Background: an optimization exercise with open tools, aiming at small area and a short achievable clock period. Do not read the settings as production practice.
In this exercise RTL edits were held to simulation tests only and were not proved equivalent to the original.
No activity file was given, so power comes from the tool's default toggle rates.

## LCD_CTRL
module LCD_CTRL(clk,reset,datain,cmd,cmd_valid,dataout,output_valid,busy);
input clk;
input reset;
input [7:0] datain;
input [2:0] cmd;
input cmd_valid;
output [7:0] dataout;
output output_valid;
output busy;
reg [7:0] ring [0:63];
reg [5:0] phase;              
reg       busy_r, ov_r;       
reg [3:0] cnt;                
reg [7:0] lo_n, hi_n;         
reg [2:0] ox, oy;
reg       mag;
reg [7:0] out_r;
reg [7:0] c00, c22, c_o, c_r, c_d;
integer i;
wire [7:0] lo_r = ~lo_n;
wire [7:0] hi_r = ~hi_n;
wire is_load = busy_r & ~ov_r;
wire accept  = ~busy_r & cmd_valid;
wire ox0 = (ox == 3'd0), ox4 = (ox == 3'd4);
wire oy0 = (oy == 3'd0), oy4 = (oy == 3'd4);
wire mag_n = (cmd == 3'd2) | (mag & (cmd != 3'd1) & (cmd != 3'd3));
reg [7:0] first;
always @* begin
  if (~cmd_valid) first = out_r;
  else case (cmd)
    3'd2: first = c22;
    3'd0: first = mag ? c_o : c00;
    3'd4: first = mag ? (ox4 ? c_o : c_r) : c00;
    3'd5: first = mag ? c_o : c00;
    3'd6: first = mag ? (oy0 ? c_o : out_r) : c00;
    3'd7: first = mag ? (oy4 ? c_o : c_d) : c00;
    default: first = c00;
  endcase
end
wire [7:0] first_n = ~first;
wire use_rd  = busy_r | (cmd_valid & mag & ~ox0 & (cmd == 3'd5));
wire nuse_rd = ~use_rd;
wire [63:0] sel;
wire [7:0]  rd, out_d;
genvar g, b;
generate
  ...
Size: ~600 flip-flops, about 24 I/O pins, roughly 18000 sq um of cells after synthesis.
==> flow/config.mk <==
export PLATFORM = sky130hd
export DESIGN_NAME = LCD_CTRL
export DESIGN_NICKNAME = LCD_CTRL
export VERILOG_FILES = /design/flow/design.v
export SDC_FILE = /design/flow/constraint.sdc
export NUM_CORES = 4
export LEC_CHECK = 0
export CAP_MARGIN = 20
export CORE_MARGIN = 2
export CORE_UTILIZATION = 40
export CTS_BUF_LIST = sky130_fd_sc_hd__clkbuf_8
export CTS_CLUSTER_DIAMETER = 60
export CTS_CLUSTER_SIZE = 14
export SETUP_SLACK_MARGIN = 3.3
export SLEW_MARGIN = 20
export SYNTH_HIERARCHICAL = 1
==> flow/constraint.sdc <==
create_clock -name core_clock -period 5.5 [get_ports {clk}]
set_input_delay 1.1000 -clock core_clock [delete_from_list [all_inputs] [get_ports {clk}]]
set_output_delay 1.1000 -clock core_clock [all_outputs]
set_load 0.01 [all_outputs]
run.sh (not shown) runs the stock make flow with config.mk's settings and CLKGATE_MAP_FILE= SYNTH_SCRIPT=/design/flow/synth_recipe.tcl, a recipe that flattens the netlist after the stock synthesis.
Edit:
--- a/flow/config.mk
+++ b/flow/config.mk
@@ -10,6 +10,5 @@
 export CORE_UTILIZATION = 40
-export CTS_BUF_LIST = sky130_fd_sc_hd__clkbuf_8
-export CTS_CLUSTER_DIAMETER = 60
-export CTS_CLUSTER_SIZE = 14
-export SETUP_SLACK_MARGIN = 3.3
+export CTS_CLUSTER_DIAMETER = 100
+export CTS_CLUSTER_SIZE = 25
+export SETUP_SLACK_MARGIN = 3.6
 export SLEW_MARGIN = 20
The changed run completed with no timing, DRC or antenna violations.
Global-route usage increases by 0.48 points.
Total power is higher by 5.5%.
Via count increases by 0.87%.
Sequential cell count is unchanged.
Clock skew goes up by 0.0071 ns.
Sequential power shrinks by about 1%.
Cell count rises by 0.48%.
Worst hold slack gets worse by 0.023 ns.
Design area rose by 4.5%.
Setup slack gains 0.026 ns.
Edit:
--- a/flow/config.mk
+++ b/flow/config.mk
@@ -12,3 +12,3 @@
 export CTS_CLUSTER_SIZE = 25
-export SETUP_SLACK_MARGIN = 3.6
+export SETUP_SLACK_MARGIN = 3.3
 export SLEW_MARGIN = 20
After rerunning:
- The changed run finished clean
- routed wire length is lower by 5.2%
- final area goes down by 4.1%
- die area stays the same
- setup slack improved by 0.024 ns
- core utilization fell by 2.0 points
Edit:
--- a/flow/config.mk
+++ b/flow/config.mk
@@ -12,3 +12,3 @@
 export CTS_CLUSTER_SIZE = 25
-export SETUP_SLACK_MARGIN = 3.3
+export SETUP_SLACK_MARGIN = 3.4
 export SLEW_MARGIN = 20
Synthesized area does not change.
Count of clock-buffer cells in the layout rose by 1.
Final area went up by 2.3%.
Power rose by about 3%.
Sequential share of layout area decreases by 1.3 points.
Worst hold slack is about the same.
Die area is unchanged.
Via count went up by 0.61%.

[separate check: timing with driven ports]
The flow's constraints put no driver on any port. The routed layouts listed below were extracted and timed again, unchanged, in two steps. Step 1, drivers: a clkbuf_16 drives clk and a buf_2 each remaining input, both assumed. Step 2 moves the port delays by t, midway between the first and last clock arrival at a register: inputs arrive t later, outputs are due t later. That takes back most of the time a late clock gives input paths. Slacks: no drivers / after step 1 / after step 2; pairs: no drivers / after step 1.
run | t (ns) | setup slack, ns | hold slack, ns | worst setup path at the end | latest minus earliest clock arrival (ns)
the first run | 0.683 | 3.256 / 3.205 / 2.633 | 0.335 / 0.335 / 0.335 | input to register | 0.041 / 0.042
the second run | 0.641 | 3.283 / 3.241 / 2.619 | 0.312 / 0.312 / 0.312 | input to register | 0.051 / 0.050
the third run | 0.645 | 3.307 / 3.250 / 2.630 | 0.336 / 0.336 / 0.336 | input to register | 0.033 / 0.034
the fourth run | 0.641 | 3.308 / 3.257 / 2.651 | 0.335 / 0.335 / 0.335 | input to register | 0.039 / 0.039
After both steps setup and hold are still met in every run listed. For the third run, which loses most, drivers alone change the setup slack by -0.057 ns; drivers and shift together by -0.677 ns.
